This is an optimization exercise on Yosys and OpenROAD, whose aim is a short achievable clock period and few clock cycles, not a production implementation. Function was checked by simulation only, so behaviour that the tests miss may differ from the original. Power figures rest on the tool's default switching activity, not on a simulated workload.

Design mcpu_top, start of the top module:
module mcpu_top(input clk,
                input reset,
                input [31:0] Data_in,
                output mem_w,
                output [31:0] Addr_out,
                output [31:0] Data_out);
For scale: roughly 1600 flip-flops, about 99 I/O pins.
export LEC_CHECK = 0
export CAP_MARGIN = 20
export CORE_MARGIN = 2
export CORE_UTILIZATION = 30
export PLACE_DENSITY = 0.45
export SLEW_MARGIN = 20
create_clock -name core_clock -period 12.0 [get_ports {clk}]
standard.sh (not shown) runs the stock make flow with config.mk's settings and CLKGATE_MAP_FILE= SYNTH_SCRIPT=/design/flow/synth_recipe.tcl, a recipe that flattens the netlist after the stock synthesis.
==> flow/flow/run.sh <==
#!/bin/bash
# Own flow: the standard layout script (standard.sh: the standard flow's synthesis
# script, SDC and ORFS steps) with two ORFS settings changed on its command line:
#  - ADDER_MAP_FILE empty: adders are left to ABC instead of being mapped to
#    full-adder cells, which gives much faster carry logic;
#  - SETUP_SLACK_MARGIN: the timing repair aims for this much extra setup slack,
#    so that the paths come out well below the clock period.
# The SDC (clock period, I/O delays, loads) is the standard flow's, unchanged.
set -uo pipefail
MARGIN=$(cat flow/margin.txt 2>/dev/null || echo 8.5)
bash standard.sh ADDER_MAP_FILE= SETUP_SLACK_MARGIN=$MARGIN finish > standard_flow.log 2>&1
rc=$?
tail -20 standard_flow.log
exit $rc
==> flow/flow/margin.txt <==
8.5
Testbench counts at the start, summed over its fixed seeds: cycles 12,859.
Rerun with:
--- a/flow/design.v
+++ b/flow/design.v
@@ -172,14 +172,14 @@
     wire [31:0] sd_n  = fe_t ? alu : w_t;
     wire [32:0] d_btc  = ksadd(dpc4, {d_imm[29:0], 2'b00}, 1'b0);
     wire [31:0] d_btgt = d_btc[31:0];
     wire        d_spred = (d_rs == d_rt) ? d_beq : dir[15];
     wire        fw_s = wwe & (wrd == d_rs);
     wire        d_zv = (d_addi | d_andi) & ~fe_s & ~fw_s;
-    wire        d_z  = d_addi ? ((rf_s ^ d_imm) == {(rf_s[30:0] | d_imm[30:0]), 1'b0})
-                              : ((rf_s & d_imm) == 32'b0);
+    wire [31:0] d_nimm = 32'b0 - d_imm;
+    wire        d_z  = d_addi ? (rf_s == d_nimm) : ((rf_s & d_imm) == 32'b0);
     wire        d_zc    = (d_rt == 5'd0) & (d_rs != 5'd0);
     wire        d_early = d_zc & fe_s & ezv;
     wire        d_pred  = d_early ? (ez ^ d_bne) : d_spred;
     wire d_hold  = mcyc | ~run;
     wire d_adv   = dv & ~d_hold & ~e_redir;
     wire d_bp    = d_br & d_pred;
@@ -201,13 +201,13 @@
         for (r = 1; r < 32; r = r + 1)
             if (wwe && wrd == r)
                 rfq[32*r +: 32] <= wval;
     end
     always @(posedge clk or posedge reset) begin
         if (reset) begin
-            pcF <= 32'b0; mw <= 1'b0; run <= 1'b0;
+            pcF <= 32'b0; mw <= 1'b0; run <= 1'b0; ras <= 32'b0;
             mcyc <= 1'b0; m_we <= 1'b0;
             dv <= 1'b0; ev <= 1'b0; wwe <= 1'b0;
             rfv <= 31'b0; btv <= 1'b0;
         end else begin
             run  <= 1'b1;
             pcF  <= pcF_n;
@@ -219,26 +219,26 @@
                 ev <= d_adv;
             wwe <= mcyc ? m_we : (ev & ewe);
             if (wwe)
                 rfv[wrd] <= 1'b1;
             if (d_btw)
                 btv <= 1'b1;
+            if (!d_hold && f_op == 6'h03)
+                ras <= pcF4;
         end
     end
     always @(posedge clk) begin
         abus <= e_memst ? e_sum : pcF_n;
         dout <= esd;
         m_rd <= erd;
         if (!d_hold) begin
             dir  <= Data_in;
             dpc4 <= pcF4;
             dpc  <= pcF;
             dpf  <= f_bth;
             djr  <= ras;
-            if (f_op == 6'h03)
-                ras <= pcF4;
         end
         if (mcyc) begin
             if (m_we & (ea_idx == m_rd)) ea <= Data_in;
             if (m_we & (eb_idx == m_rd)) eb <= Data_in;
             if (m_we & (ert_idx == m_rd)) esd <= Data_in;
             if (m_we & (ea_idx == m_rd)) ezv <= 1'b0;
After rerunning: Sequential power grows by 3.0%. Count of clock-buffer cells in the layout shrinks by 8. Synthesized area shrinks by 0.41%. Register-to-register slack is worse by 0.04 ns. Via count is about the same. Critical path depth shrinks by 1. Non-clock buffer count grows by 27. Global-route usage grows by 0.40 points. Worst setup slack is worse by 0.15 ns.
Testbench counts after the change, summed over its fixed seeds: cycles 12,859.

---

The RTL this note starts from:
==> flow/design.v <==
`timescale 1ns / 1ps
module mcpu_top(input clk,
                input reset,
                input [31:0] Data_in,
                output mem_w,
                output [31:0] Addr_out,
                output [31:0] Data_out);
    localparam S_ADD = 0, S_SUB = 1, S_AND = 2, S_OR = 3, S_XOR = 4, S_NOR = 5,
               S_SLT = 6, S_SLTU = 7, S_SLL = 8, S_SRL = 9, S_LUI = 10, NSEL = 11;
    function [32:0] ksadd;
        input [31:0] a, b;
        input        ci;
        reg   [31:0] g, p, g2, p2, c;
        integer k, l, d;
        begin
            p = a ^ b;
            g = a & b;
            g[0] = g[0] | (p[0] & ci);
            for (l = 0; l < 5; l = l + 1) begin
                d = 1 << l;
                g2 = g;
                p2 = p;
                for (k = 0; k < 32; k = k + 1)
                    if (k >= d) begin
                        g2[k] = g[k] | (p[k] & g[k - d]);
                        p2[k] = p[k] & p[k - d];
                    end
                g = g2;
                p = p2;
            end
            c = {g[30:0], ci};
            ksadd = {g[31], (a ^ b) ^ c};
        end
    endfunction
    reg [31:0] abus;
    reg [31:0] pcF;
    reg        mw;
    reg [31:0] dout;
    assign Addr_out = abus;
    assign mem_w    = mw;
    assign Data_out = dout;
    reg        mcyc;
    reg        m_we;
    reg [4:0]  m_rd;
    reg        dv;
    reg [31:0] dir;
    reg [31:0] dpc4;
    reg [31:0] dpc;
    reg        dpf;       
    reg        run;       
    reg [31:0] ras;       
    reg [31:0] djr;       
    reg        ev;
    reg [NSEL-1:0] esel;
    reg [31:0] ea, eb, esd;
    reg [4:0]  esh;
    reg [4:0]  erd;
    reg        ewe;       
    reg        eldwe;     
    reg        emem, est;
    reg        ebr, ebne, epred, ejr;
    reg [31:0] ealt;
    reg [4:0]  ea_idx, eb_idx, ert_idx;
    reg        wwe;
    reg [4:0]  wrd;
    reg [31:0] wval;
    reg [32*32-1:32] rfq;   
    reg [31:1] rfv;       
    reg        btv;
    reg [31:0] btpc, bttgt;
    wire [32:0] e_addc = ksadd(ea, eb, 1'b0);
    wire [32:0] e_subc = ksadd(ea, ~eb, 1'b1);
    wire [31:0] e_sum  = e_addc[31:0];
    wire [31:0] e_dif  = e_subc[31:0];
    wire        e_ltu  = ~e_subc[32];
    wire        e_lts  = (ea[31] ^ eb[31]) ? ea[31] : e_dif[31];
    wire [31:0] alu =
          ({32{esel[S_ADD]}}  & e_sum)
        | ({32{esel[S_SUB]}}  & e_dif)
        | ({32{esel[S_AND]}}  & (ea & eb))
        | ({32{esel[S_OR]}}   & (ea | eb))
        | ({32{esel[S_XOR]}}  & (ea ^ eb))
        | ({32{esel[S_NOR]}}  & ~(ea | eb))
        | {31'b0, (esel[S_SLT] & e_lts) | (esel[S_SLTU] & e_ltu)}
        | ({32{esel[S_SLL]}}  & (eb << esh))
        | ({32{esel[S_SRL]}}  & (eb >> esh))
        | ({32{esel[S_LUI]}}  & {eb[31:16], ea[15:0]});
    wire e_exec  = ev & ~mcyc;
    wire e_eq    = ea == eb;
    wire e_redir = e_exec & ((ebr & (e_eq ^ ebne ^ epred)) | (ejr & ~e_eq));
    wire [31:0] e_tgt = ejr ? ea : ealt;
    wire e_memst = e_exec & emem;
    wire e_wr    = ewe | eldwe;
    wire [5:0]  d_op = dir[31:26];
    wire [5:0]  d_fn = dir[5:0];
    wire [4:0]  d_rs = dir[25:21];
    wire [4:0]  d_rt = dir[20:16];
    wire [4:0]  d_rdf = dir[15:11];
    wire [31:0] d_imm = {{16{dir[15]}}, dir[15:0]};
    wire d_R    = d_op == 6'h00;
    wire d_jr   = d_R & (d_fn == 6'h08);
    wire d_addi = d_op == 6'h08;
    wire d_andi = d_op == 6'h0c;
    wire d_ori  = d_op == 6'h0d;
    wire d_xori = d_op == 6'h0e;
    wire d_slti = d_op == 6'h0a;
    wire d_sltiu = d_op == 6'h0b;
    wire d_lui  = d_op == 6'h0f;
    wire d_lw   = d_op == 6'h23;
    wire d_sw   = d_op == 6'h2b;
    wire d_beq  = d_op == 6'h04;
    wire d_bne  = d_op == 6'h05;
    wire d_j    = d_op == 6'h02;
    wire d_jal  = d_op == 6'h03;
    wire d_br   = d_beq | d_bne;
    wire d_ialu = d_addi | d_andi | d_ori | d_xori | d_slti | d_sltiu;
    reg [NSEL-1:0] d_sel;
    reg            d_rok;
    always @* begin
        d_sel = {NSEL{1'b0}};
        d_rok = 1'b0;
        if (d_R) begin
            d_rok = 1'b1;
            case (d_fn)
                6'h20: d_sel[S_ADD] = 1'b1;
                6'h22: d_sel[S_SUB] = 1'b1;
                6'h24: d_sel[S_AND] = 1'b1;
                6'h25: d_sel[S_OR] = 1'b1;
                6'h26: d_sel[S_XOR] = 1'b1;
                6'h27: d_sel[S_NOR] = 1'b1;
                6'h2a: d_sel[S_SLT] = 1'b1;
                6'h2b: d_sel[S_SLTU] = 1'b1;
                6'h00: d_sel[S_SLL] = 1'b1;
                6'h04: d_sel[S_SLL] = 1'b1;
                6'h02: d_sel[S_SRL] = 1'b1;
                default: d_rok = 1'b0;
            endcase
        end else begin
            case (d_op)
                6'h0c: d_sel[S_AND] = 1'b1;
                6'h0d: d_sel[S_OR] = 1'b1;
                6'h0e: d_sel[S_XOR] = 1'b1;
                6'h0a: d_sel[S_SLT] = 1'b1;
                6'h0b: d_sel[S_SLTU] = 1'b1;
                6'h0f: d_sel[S_LUI] = 1'b1;
                6'h03: d_sel[S_OR] = 1'b1;     
                default: d_sel[S_ADD] = 1'b1;
            endcase
        end
    end
    wire [4:0] d_dst = d_R ? d_rdf : d_jal ? 5'd31 : d_rt;
    wire       d_we  = (d_rok | d_ialu | d_lui | d_jal) & (d_dst != 5'd0);
    wire       d_ldwe = d_lw & (d_rt != 5'd0);
    wire [32*32-1:0] rf_all = {rfq, 32'b0};
    wire [31:0] rf_s = ((d_rs != 5'd0) & rfv[d_rs]) ? rf_all[32*d_rs +: 32] : 32'b0;
    wire [31:0] rf_t = ((d_rt != 5'd0) & rfv[d_rt]) ? rf_all[32*d_rt +: 32] : 32'b0;
    wire [31:0] w_s  = (wwe & (wrd == d_rs)) ? wval : rf_s;
    wire [31:0] w_t  = (wwe & (wrd == d_rt)) ? wval : rf_t;
    wire        fe_s = ev & ewe & (erd == d_rs);
    wire        fe_t = ev & ewe & (erd == d_rt);
    wire        a_fe = d_jal ? 1'b0 : d_lui ? fe_t : fe_s;
    wire [31:0] a_ot = d_jal ? dpc4 : d_lui ? w_t : w_s;
    wire [31:0] ea_n = a_fe ? alu : a_ot;
    wire [4:0]  a_ix = d_jal ? 5'd0 : d_lui ? d_rt : d_rs;
    wire        b_reg = (d_R & ~d_jr) | d_br;
    wire        b_fe  = b_reg & fe_t;
    wire [31:0] b_ot  = b_reg ? w_t : d_lui ? {dir[15:0], 16'b0} : d_jal ? 32'b0 :
                        d_jr ? djr : d_imm;
    wire [31:0] eb_n  = b_fe ? alu : b_ot;
    wire [4:0]  b_ix  = b_reg ? d_rt : 5'd0;
    wire [31:0] sd_n  = fe_t ? alu : w_t;
    wire [32:0] d_btc  = ksadd(dpc4, {d_imm[29:0], 2'b00}, 1'b0);
    wire [31:0] d_btgt = d_btc[31:0];
    wire        d_pred = (d_rs == d_rt) ? d_beq : dir[15];
    wire d_hold  = mcyc | ~run;
    wire d_adv   = dv & ~d_hold & ~e_redir;
    wire d_bp    = d_br & d_pred;
    wire d_redir = d_adv & (d_bp ? ~dpf : dpf);
    wire [31:0] d_tgt = d_bp ? d_btgt : dpc4;
    wire d_btw   = d_adv & d_bp & ~dpf & dir[15];
    wire        f_hit  = btv & (pcF == btpc);
    wire [32:0] pcF4c  = ksadd(pcF, 32'd4, 1'b0);
    wire [31:0] pcF4   = pcF4c[31:0];
    wire [5:0]  f_op   = Data_in[31:26];
    wire        f_jmp  = f_op[5:1] == 5'b00001;                  
    wire        f_jr   = (f_op == 6'h00) & (Data_in[5:0] == 6'h08);
    wire [31:0] f_jtgt = {pcF4[31:28], Data_in[25:0], 2'b00};
    wire        f_bth  = f_hit & ~f_jmp & ~f_jr;
    wire [31:0] f_next = f_jmp ? f_jtgt : f_jr ? ras : f_hit ? bttgt : pcF4;
    wire [31:0] pcF_n  = e_redir ? e_tgt : d_redir ? d_tgt : d_hold ? pcF : f_next;
    integer r;
    always @(posedge clk) begin
        for (r = 1; r < 32; r = r + 1)
            if (wwe && wrd == r)
                rfq[32*r +: 32] <= wval;
    end
    always @(posedge clk or posedge reset) begin
        if (reset) begin
            pcF <= 32'b0; mw <= 1'b0; run <= 1'b0;
            mcyc <= 1'b0; m_we <= 1'b0;
            dv <= 1'b0; ev <= 1'b0; wwe <= 1'b0;
            rfv <= 31'b0; btv <= 1'b0;
        end else begin
            run  <= 1'b1;
            pcF  <= pcF_n;
            mw   <= e_memst & est;
            mcyc <= e_memst;
            m_we <= e_memst & eldwe;
            dv   <= d_hold ? (dv & ~e_redir) : ~(e_redir | d_redir);
            if (!mcyc)
                ev <= d_adv;
            wwe <= mcyc ? m_we : (ev & ewe);
            if (wwe)
                rfv[wrd] <= 1'b1;
            if (d_btw)
                btv <= 1'b1;
        end
    end
    always @(posedge clk) begin
        abus <= e_memst ? e_sum : pcF_n;
        dout <= esd;
        m_rd <= erd;
        if (!d_hold) begin
            dir  <= Data_in;
            dpc4 <= pcF4;
            dpc  <= pcF;
            dpf  <= f_bth;
            djr  <= ras;
            if (f_op == 6'h03)
                ras <= pcF4;
        end
        if (mcyc) begin
            if (m_we & (ea_idx == m_rd)) ea <= Data_in;
            if (m_we & (eb_idx == m_rd)) eb <= Data_in;
            if (m_we & (ert_idx == m_rd)) esd <= Data_in;
        end else begin
            esel    <= d_sel;
            ea      <= ea_n;
            eb      <= eb_n;
            esd     <= sd_n;
            esh     <= dir[10:6];
            erd     <= d_dst;
            ewe     <= d_we;
            eldwe   <= d_ldwe;
            emem    <= d_lw | d_sw;
            est     <= d_sw;
            ebr     <= d_br;
            ebne    <= d_bne;
            ejr     <= d_jr;
            epred   <= d_pred;
            ealt    <= d_pred ? dpc4 : d_btgt;
            ea_idx  <= a_ix;
            eb_idx  <= b_ix;
            ert_idx <= d_rt;
        end
        wrd  <= mcyc ? m_rd : erd;
        wval <= mcyc ? Data_in : alu;
        if (d_btw) begin
            btpc  <= dpc;
            bttgt <= d_btgt;
        end
    end
endmodule
Settings: LEC_CHECK=0, CAP_MARGIN=20, CORE_MARGIN=2, CORE_UTILIZATION=30, CTS_CLUSTER_DIAMETER=60, CTS_CLUSTER_SIZE=30, PLACE_DENSITY=0.45, SLEW_MARGIN=20; clock period 12.0 ns.
Scripts as last shown in full above: flow/flow/run.sh, flow/flow/margin.txt
Testbench counts at the start, summed over its fixed seeds: cycles 13,055.
Edit:
--- a/flow/design.v
+++ b/flow/design.v
@@ -197,5 +197,5 @@
     always @(posedge clk or posedge reset) begin
         if (reset) begin
-            pcF <= 32'b0; mw <= 1'b0; run <= 1'b0;
+            pcF <= 32'b0; mw <= 1'b0; run <= 1'b0; ras <= 32'b0;
             mcyc <= 1'b0; m_we <= 1'b0;
             dv <= 1'b0; ev <= 1'b0; wwe <= 1'b0;
@@ -215,4 +215,6 @@
             if (d_btw)
                 btv <= 1'b1;
+            if (!d_hold && f_op == 6'h03)
+                ras <= pcF4;
         end
     end
@@ -227,6 +229,4 @@
             dpf  <= f_bth;
             djr  <= ras;
-            if (f_op == 6'h03)
-                ras <= pcF4;
         end
         if (mcyc) begin
What happened: Die area goes up by 0.49%. Clock skew goes up by 0.030 ns. Global-route usage goes up by 0.24 points. Routed wire length goes up by 2.6%. Cell area hardly moves. Hold slack is worse by 0.017 ns. Utilization is about the same. Register-to-register slack is worse by 0.04 ns. Sequential cell count does not change. Via count goes up by 1.6%. Critical path depth is unchanged.
Testbench counts after the change, summed over its fixed seeds: cycles 13,055.

[what the ideal ports hide]
How much do the figures lean on ideal ports? The routed layouts below were timed once more, with nothing changed but the port constraints.
Step 1: set_driving_cell puts a clkbuf_16 on clk and a buf_2 on each other input, an assumption about the parent block.
Step 2 times the ports against the registers' clock, not the clock port: input delays grow and output delays shrink by t, the midpoint of the rising clock arrivals with the driver on.
Three values: no drivers, after step 1, after step 2; two values: the first two.
run	shift t [ns]	setup WS [ns]	worst setup path at the end	cell pins on the clock port's net
the first run of note 1	0.953	8.068 / 8.068 / 7.336	input to register	1
the second run of note 1	0.929	7.916 / 7.970 / 7.040	input to register	1
the first run of note 2	0.927	8.193 / 8.094 / 7.424	input to register	1
the second run of note 2	0.918	8.189 / 8.096 / 7.474	input to register	1
After both steps setup and hold are still met in every run listed. The setup slack of the second run of note 1, which loses most, moves by +0.054 ns with the drivers and by -0.876 ns with both steps.
